What follows belongs to an exercise in optimizing a design on an open flow for small area, a short achievable clock period and few clock cycles; a production flow would make more cautious choices.
At most, simulation tests tie the RTL to the original design; equivalence was not proved.
Power is estimated from default activity; no workload was simulated.

## the baseline
Design processor, start of the top module:
module processor (
    input         clk,
    input         rst,
    output [15:0] imem_addr,
    input  [15:0] imem_rdata,
    output [15:0] dmem_addr,
    input  [15:0] dmem_rdata,
    output [15:0] dmem_wdata,
    output        dmem_we
);
Size: roughly 20000 um^2 of cells after synthesis.
Settings: LEC_CHECK=0, CAP_MARGIN=20, CORE_MARGIN=2, CORE_UTILIZATION=40, SLEW_MARGIN=20, SETUP_SLACK_MARGIN=8.0; clock period 11.0 ns.
standard.sh (not shown) runs the stock make flow with config.mk's settings and CLKGATE_MAP_FILE= SYNTH_SCRIPT=/design/flow/synth_recipe.tcl, a recipe that flattens the netlist after the stock synthesis.
==> flow/flow/run.sh <==
#!/bin/bash
# Standard ORFS layout (the standard.sh), with repair_timing asked for
# a larger setup margin so that it shortens the critical paths further.
set -euo pipefail
echo "export SETUP_SLACK_MARGIN = 8.0" >> config.mk
bash standard.sh finish > standard_flow.log 2>&1 || { tail -50 standard_flow.log; exit 1; }
tail -5 standard_flow.log
For the candidate, these inputs were changed with respect to the baseline:
- swapping 8.0 for 7.7 in SETUP_SLACK_MARGIN
--- a/flow/flow/run.sh
+++ b/flow/flow/run.sh
@@ -4,3 +4,3 @@
 set -euo pipefail
-echo "export SETUP_SLACK_MARGIN = 8.0" >> config.mk
+echo "export SETUP_SLACK_MARGIN = 7.7" >> config.mk
 bash standard.sh finish > standard_flow.log 2>&1 || { tail -50 standard_flow.log; exit 1; }
[summary]
Each of the runs, namely the candidate and the baseline, reached the end of the flow and came out clean.
Critical path depth: the candidate vs the baseline down 1
Delta (the candidate minus the baseline): wire length decreased 930 um, clock period minus worst slack decreased 110 ps, final-layout clock-cell area share increased 0.47 points, maximum fanout encountered on the critical timing path increased 3, number of clock buffer instances in the layout increased 3.
The lower part of the power in the clock network came out of the baseline.
Sort the candidate and the baseline by power consumption desc -> top: the baseline
The candidate vs the baseline: final weighted congestion of routability-driven global placement up by a few percent
Compared to the baseline, the candidate has cell area after placement about 0.5% lower.
No run of this note included a check of the RTL's function; only the layout flow was run.

* * *

processor, a different RTL version from the one above (not shown whole).
For scale: roughly 360 flip-flops, roughly 83 I/O pins, about 0.021 mm^2 of cells after synthesis.
clock: 11.0 ns
lec_check: 0
cap_margin: 10
core_margin: 2
core_utilization: 60
place_density: 0.75
slew_margin: 10
setup_slack_margin: 8.0
==> flow/flow/run.sh <==
#!/bin/bash
# Standard ORFS layout (the standard.sh), with repair_timing asked for
# a larger setup margin so that it shortens the critical paths further.
set -euo pipefail
echo "export SETUP_SLACK_MARGIN = 8.0" >> config.mk
bash standard.sh finish > standard_flow.log 2>&1 || { tail -50 standard_flow.log; exit 1; }
tail -5 standard_flow.log
==> next run, changes <==
==> flow/flow/run.sh (replaced) <==
#!/bin/bash
# Standard ORFS layout (the standard.sh), with repair_timing asked for
# a larger setup margin so that it shortens the critical paths further.
set -euo pipefail
echo "export SETUP_SLACK_MARGIN = 7.7" >> config.mk
bash standard.sh finish > standard_flow.log 2>&1 || { tail -50 standard_flow.log; exit 1; }
tail -5 standard_flow.log
CAP_MARGIN = 20   (was 10)
CORE_UTILIZATION = 40   (was 60)
PLACE_DENSITY = not set   (was 0.75)
SETUP_SLACK_MARGIN = 7.7   (was 8.0)
SLEW_MARGIN = 20   (was 10)
Via count goes down by 5.1%.
Area after synthesis stays the same.
Combinational power falls by about 6%.
Wire length shrinks by 0.75%.
Sequential power stays flat.
Cell area is lower by 1.9%.
Cell count rises by 10%.
Total power came out lower by 2.9%.
==> next run, changes <==
CAP_MARGIN = 10   (was 20)
CORE_UTILIZATION = 60   (was 40)
CTS_BUF_LIST = sky130_fd_sc_hd__clkbuf_8   (was not set)
PLACE_DENSITY = 0.75   (was not set)
SLEW_MARGIN = 10   (was 20)
The new run went through all stages and came out clean.
Sequential share of layout area rose by 1.2 points.
Maximum frequency fell by 1.8%.
Non-clock buffer count fell by 10.
==> next run, changes <==
CTS_BUF_LIST = not set   (was sky130_fd_sc_hd__clkbuf_8)
=>
- clock-buffer cell count fell by 7
- worst setup slack gets better by 0.086 ns
- routed wire length rose by 1.6%
- clock skew fell by 0.0077 ns
- via count rose by 0.56%
No run of this note included a check of the RTL's function; only the layout flow was run.

* * *

The RTL this note starts from:
==> flow/design.v <==
module processor (
    input         clk,
    input         rst,
    output [15:0] imem_addr,
    input  [15:0] imem_rdata,
    output [15:0] dmem_addr,
    input  [15:0] dmem_rdata,
    output [15:0] dmem_wdata,
    output        dmem_we
);
    wire [255:0] rf;
    reg  [15:0] pc;         
    reg  [15:0] ir;
    reg         dv;         
    reg  [3:0]  ra_a;       
    reg  [3:0]  rb_a;       
    reg         bp;         
    reg         hz;         
    reg         dj;         
    reg         dbr;        
    reg         dshl;       
    wire [3:0] nop = imem_rdata[15:12];
    wire       n_mem = (nop == 4'h1) | (nop == 4'h2);
    wire       n_ra  = (nop == 4'h4) | (nop == 4'h5) | (nop == 4'h8) |
                       (nop == 4'hB) | (nop == 4'hC) | (nop == 4'hF);
    wire [3:0] n_ra_a = n_ra ? imem_rdata[7:4] : imem_rdata[11:8];
    wire [3:0] n_rb_a = (nop == 4'h2) ? {2'b11, imem_rdata[11:10]} : imem_rdata[3:0];
    reg  [15:0] opa, opb;
    reg         e_cin;
    reg  [1:0]  e_sel;      
    reg         e_fill;
    reg         e_wen, e_ld, e_st;
    reg         e_br, e_bne;    
    reg  [3:0]  e_wd;
    reg  [15:0] maddr;
    wire [15:0] sum   = opa + opb + {15'b0, e_cin};
    wire [3:0]  e_sham = opb[7:4];
    wire        e_shl  = (opb[1:0] == 2'b01);
    wire [15:0] lor   = opa | opb;
    wire [15:0] lnand = ~(opa & opb);
    wire [15:0] sh1 = e_sham[0] ? {e_fill, opa[15:1]} : opa;
    wire [15:0] sh2 = e_sham[1] ? {{2{e_fill}}, sh1[15:2]} : sh1;
    wire [15:0] sh4 = e_sham[2] ? {{4{e_fill}}, sh2[15:4]} : sh2;
    wire [15:0] sh8 = e_sham[3] ? {{8{e_fill}}, sh4[15:8]} : sh4;
    wire [15:0] sh8_rev;
    genvar gi;
    generate for (gi = 0; gi < 16; gi = gi + 1) begin : g_rev
        assign sh8_rev[gi] = sh8[15 - gi];
    end endgenerate
    wire [15:0] shres = e_shl ? sh8_rev : sh8;
    reg  [15:0] alu;
    always @(*) begin
        case (e_sel)
            2'd0: alu = sum;
            2'd1: alu = lor;
            2'd2: alu = lnand;
            default: alu = shres;
        endcase
    end
    wire [15:0] wdata = e_ld ? dmem_rdata : alu;
    genvar gr;
    generate for (gr = 0; gr < 16; gr = gr + 1) begin : g_rf
        reg [15:0] r;
        always @(posedge clk)
            if (e_wen && e_wd == gr) r <= wdata;
        assign rf[16*gr +: 16] = r;
    end endgenerate
    wire [3:0] op = ir[15:12];
    wire [3:0] fd = ir[11:8];
    wire [15:0] ra = rf[16*ra_a +: 16];
    wire [15:0] rb = rf[16*rb_a +: 16];
    wire        hza = e_wen & (e_wd == ra_a);
    wire        hzb = e_wen & (e_wd == rb_a);
    wire [15:0] fwa = hza ? wdata : ra;
    wire [15:0] wdata_rev, ra_rev;
    reg  [15:0] opa_n;
    always @(*) begin
        case ({hza, dshl})
            2'b00: opa_n = ra;
            2'b01: opa_n = ra_rev;
            2'b10: opa_n = wdata;
            default: opa_n = wdata_rev;
        endcase
    end
    wire [15:0] fwb = hzb ? wdata : rb;
    wire d_rr  = (op == 4'h8) | (op == 4'hB) | (op == 4'hC) | (op == 4'hF);
    wire d_zx  = (op == 4'hA) | (op == 4'hE);
    wire d_sub = (op == 4'hC) | (op == 4'hD) | (op == 4'hE);
    wire d_alu = (op == 4'h0) | (op[3] | (op[2] & op[1]));
    wire d_sha = (ir[1:0] == 2'b11);
    wire taken = e_br & ((opa == opb) ^ e_bne);
    wire stall = dv & (hz | (dbr & ~bp));
    wire go    = dv & ~hz & ~bp;
    wire jump  = dv & dj;
    wire       d_wen = d_alu | (op == 4'h1);
    wire [3:0] d_wd  = (op == 4'h1) ? {2'b11, fd[3:2]} : fd;
    wire       n_hz  = go & d_wen &
                       n_mem & (d_wd[3:2] == 2'b10) & (imem_rdata[9:8] == d_wd[1:0]);
    wire [15:0] base = rf[128 + 16*fd[1:0] +: 16];
    wire [15:0] sx8 = {{8{ir[7]}}, ir[7:0]};
    wire [15:0] imm = d_zx ? {8'h00, ir[7:0]} : sx8;
    wire [15:0] bsrc = (d_rr | dbr | (op == 4'h2)) ? fwb : imm;
    generate for (gi = 0; gi < 16; gi = gi + 1) begin : g_rev2
        assign ra_rev[gi] = ra[15 - gi];
        assign wdata_rev[gi] = wdata[15 - gi];
    end endgenerate
    wire [15:0] pc_next = pc + (jump ? {{4{ir[11]}}, ir[11:0]} : 16'd2);
    always @(posedge clk) begin
        opa    <= opa_n;
        opb    <= d_sub ? ~bsrc : bsrc;
        e_cin  <= d_sub;
        e_sel  <= (op == 4'h0) ? 2'd3 :
                  ((op == 4'h6) | (op == 4'hF)) ? 2'd1 :
                  ((op == 4'h7) | (op == 4'hB)) ? 2'd2 : 2'd0;
        e_fill <= d_sha & fwa[15];
        e_ld   <= (op == 4'h1);
        e_wd   <= d_wd;
        e_bne  <= op[0];
        maddr  <= base + {sx8[14:0], 1'b0};
        if (rst) begin
            pc    <= 16'h0000;
            dv    <= 1'b0;
            bp    <= 1'b0;
            hz    <= 1'b0;
            e_wen <= 1'b0;
            e_st  <= 1'b0;
            e_br  <= 1'b0;
        end else begin
            e_br  <= go & dbr;
            e_wen <= go & d_wen;
            e_st  <= go & (op == 4'h2);
            bp    <= go & dbr;
            hz    <= 1'b0;
            if (taken) begin
                pc <= ra;               
                dv <= 1'b0;
            end else if (!stall) begin
                hz   <= n_hz;
                pc   <= pc_next;
                ir   <= imem_rdata;
                dv   <= ~jump;
                dj   <= (nop == 4'h3);
                dbr  <= (nop == 4'h4) | (nop == 4'h5);
                dshl <= (nop == 4'h0) & (imem_rdata[1:0] == 2'b01);
                ra_a <= n_ra_a;
                rb_a <= n_rb_a;
            end else if (go & dbr) begin
                ra_a <= fd;
            end
        end
    end
    assign imem_addr  = pc;
    assign dmem_addr  = maddr;
    assign dmem_wdata = opb;
    assign dmem_we    = e_st;
endmodule
==> flow/config.mk <==
export PLATFORM = sky130hd
export DESIGN_NAME = processor
export DESIGN_NICKNAME = processor
export VERILOG_FILES = /design/flow/design.v
export SDC_FILE = /design/flow/constraint.sdc
export NUM_CORES = 4
export LEC_CHECK = 0
export CAP_MARGIN = 10
export CORE_MARGIN = 2
export CORE_UTILIZATION = 60
export PLACE_DENSITY = 0.75
export SLEW_MARGIN = 10
export SETUP_SLACK_MARGIN = 7.7
==> flow/constraint.sdc <==
create_clock -name core_clock -period 11.0 [get_ports {clk}]
set_input_delay 2.2000 -clock core_clock [delete_from_list [all_inputs] [get_ports {clk}]]
set_output_delay 2.2000 -clock core_clock [all_outputs]
set_load 0.01 [all_outputs]
==> flow/flow/run.sh <==
#!/bin/bash
# Standard ORFS layout (the standard.sh), with repair_timing asked for
# a larger setup margin so that it shortens the critical paths further.
set -euo pipefail
echo "export SETUP_SLACK_MARGIN = 7.7" >> config.mk
bash standard.sh finish > standard_flow.log 2>&1 || { tail -50 standard_flow.log; exit 1; }
tail -5 standard_flow.log
Testbench counts at the start, summed over its fixed seeds: cycles 36,054.
Change:
--- a/flow/config.mk
+++ b/flow/config.mk
@@ -8 +8 @@
-export CAP_MARGIN = 10
+export CAP_MARGIN = 5
@@ -10,3 +10,3 @@
-export CORE_UTILIZATION = 60
-export PLACE_DENSITY = 0.75
-export SLEW_MARGIN = 10
+export CORE_UTILIZATION = 50
+export PLACE_DENSITY = 0.7
+export SLEW_MARGIN = 5
After rerunning: Hold slack gains 4.4 ps; final cell count goes up by a few percent; critical path depth stays the same; wire length goes up by a few percent; area after synthesis is unchanged; global-route usage goes down by 4.9 points; fmax stays flat.
Change:
--- a/flow/flow/run.sh
+++ b/flow/flow/run.sh
@@ -5 +5 @@
-echo "export SETUP_SLACK_MARGIN = 7.7" >> config.mk
+echo "export SETUP_SLACK_MARGIN = 7.75" >> config.mk
--- a/flow/config.mk
+++ b/flow/config.mk
@@ -8 +8 @@
-export CAP_MARGIN = 5
+export CAP_MARGIN = 10
@@ -10,4 +10,4 @@
-export CORE_UTILIZATION = 50
-export PLACE_DENSITY = 0.7
-export SLEW_MARGIN = 5
-export SETUP_SLACK_MARGIN = 7.7
+export CORE_UTILIZATION = 60
+export PLACE_DENSITY = 0.75
+export SLEW_MARGIN = 10
+export SETUP_SLACK_MARGIN = 7.75
- The changed run finished clean
- routed wire length goes down slightly
- synthesized area stays the same
- clock skew increases by 14 ps

* * *

processor, a different RTL version from the one above (not shown whole).
Size: roughly 1400 cells after synthesis, roughly 360 flip-flops, about 83 I/O pins, ~20000 sq um of cells after synthesis.
## processor
module processor (
    input         clk,
    input         rst,
    output [15:0] imem_addr,
    input  [15:0] imem_rdata,
    output [15:0] dmem_addr,
    input  [15:0] dmem_rdata,
    output [15:0] dmem_wdata,
    output        dmem_we
);
==> flow/config.mk <==
export PLATFORM = sky130hd
export DESIGN_NAME = processor
export DESIGN_NICKNAME = processor
export VERILOG_FILES = /design/flow/design.v
export SDC_FILE = /design/flow/constraint.sdc
export NUM_CORES = 4
export LEC_CHECK = 0
export CAP_MARGIN = 10
export CORE_MARGIN = 2
export CORE_UTILIZATION = 60
export PLACE_DENSITY = 0.75
export SLEW_MARGIN = 10
export SETUP_SLACK_MARGIN = 7.8
==> flow/constraint.sdc <==
create_clock -name core_clock -period 11.0 [get_ports {clk}]
set_input_delay 2.2000 -clock core_clock [delete_from_list [all_inputs] [get_ports {clk}]]
set_output_delay 2.2000 -clock core_clock [all_outputs]
set_load 0.01 [all_outputs]
==> flow/flow/run.sh <==
#!/bin/bash
# Standard ORFS layout (the standard.sh), with repair_timing asked for
# a larger setup margin so that it shortens the critical paths further.
set -euo pipefail
echo "export SETUP_SLACK_MARGIN = 7.8" >> config.mk
bash standard.sh finish > standard_flow.log 2>&1 || { tail -50 standard_flow.log; exit 1; }
tail -5 standard_flow.log
The starting point completed without violations.
Next try:
==> flow/flow/run.sh (replaced) <==
#!/bin/bash
# Standard ORFS layout (the standard.sh), with repair_timing asked for
# a larger setup margin so that it shortens the critical paths further.
set -euo pipefail
echo "export SETUP_SLACK_MARGIN = 7.7" >> config.mk
bash standard.sh finish > standard_flow.log 2>&1 || { tail -50 standard_flow.log; exit 1; }
tail -5 standard_flow.log
- CAP_MARGIN: 10 -> 20
- CORE_UTILIZATION: 60 -> 40
- PLACE_DENSITY: 0.75 -> not set
- SETUP_SLACK_MARGIN: 7.8 -> 7.7
- SLEW_MARGIN: 10 -> 20
Outcome: Setup slack gets worse by 0.12 ns; sequential cell count does not change; first-iteration DRC count falls by about a fifth; total power drops by a few percent; final cell count increases by roughly a tenth; utilization decreases by 26 points; clock power stays flat; sequential power is about the same; clock-buffer cell count shrinks by 1; wire length came out higher by a few percent.
Next try:
- CAP_MARGIN: 20 -> 10
- CORE_UTILIZATION: 40 -> 60
- PLACE_DENSITY: not set -> 0.75
- SLEW_MARGIN: 20 -> 10
What happened: Clock power hardly moves; wire length shrinks by 1.9%; core utilization grows by 24 points; power hardly moves; die area shrinks by 33%.
Next try:
==> flow/flow/run.sh (replaced) <==
#!/bin/bash
# Standard ORFS layout (the standard.sh), with repair_timing asked for
# a larger setup margin so that it shortens the critical paths further.
set -euo pipefail
echo "export SETUP_SLACK_MARGIN = 7.9" >> config.mk
bash standard.sh finish > standard_flow.log 2>&1 || { tail -50 standard_flow.log; exit 1; }
tail -5 standard_flow.log
- SETUP_SLACK_MARGIN: 7.7 -> 7.9
After rerunning: The new run went through all stages and came out clean. Hold slack gets better by 0.082 ns. Via count increases by 1.7%. Cell area came out higher by 3.9%. Register-to-register slack gets better by 0.11 ns. Sequential cell count is unchanged. Utilization went up by 2.8 points. Final cell count grows by 1.5%. Fmax is higher by 1.6%. Power increases by 3.5%. Area after synthesis stays the same.
No functional check of the RTL was part of any run of this note.

==> what the ideal ports hide <==
The results above use ideal ports. As a check the final layouts listed here were re-extracted and re-timed, cells and wires unchanged.
Step 1: set_driving_cell puts a clkbuf_16 on clk and a buf_2 on each other input, an assumption about the parent block.
Step 2, shift: input delay + t, output delay - t, t = (earliest + latest rising clock arrival at the registers) / 2. This alone moves slack from input paths to output paths.
Three values: ideal, step 1, step 2; two values: the first two.
run	shift t [ns]	setup slack, ns	clock arrival spread, ns
the baseline	0.592	6.833 / 6.834 / 6.834	0.023 / 0.024
the candidate	0.595	6.944 / 6.944 / 6.944	0.025 / 0.025
the first run of note 2	0.592	7.672 / 7.618 / 7.431	0.023 / 0.022
the second run of note 2	0.609	7.649 / 7.589 / 7.140	0.021 / 0.022
the third run of note 2	0.671	7.586 / 7.537 / 7.062	0.026 / 0.025
the fourth run of note 2	0.582	7.673 / 7.619 / 7.182	0.018 / 0.018
the first run of note 3	0.582	7.658 / 7.605 / 7.145	0.043 / 0.043
the second run of note 3	0.591	7.664 / 7.609 / 7.154	0.026 / 0.026
the third run of note 3	0.598	7.634 / 7.582 / 7.217	0.038 / 0.038
the first run of note 4	0.580	7.668 / 7.617 / 7.252	0.027 / 0.026
the second run of note 4	0.609	7.548 / 7.489 / 7.173	0.033 / 0.033
the third run of note 4	0.589	7.635 / 7.629 / 7.209	0.021 / 0.021
the fourth run of note 4	0.583	7.686 / 7.632 / 7.365	0.027 / 0.027
After both steps every run listed still meets setup and hold. The setup slack of the third run of note 2, which loses most, moves by -0.049 ns with the drivers and by -0.524 ns with both steps.
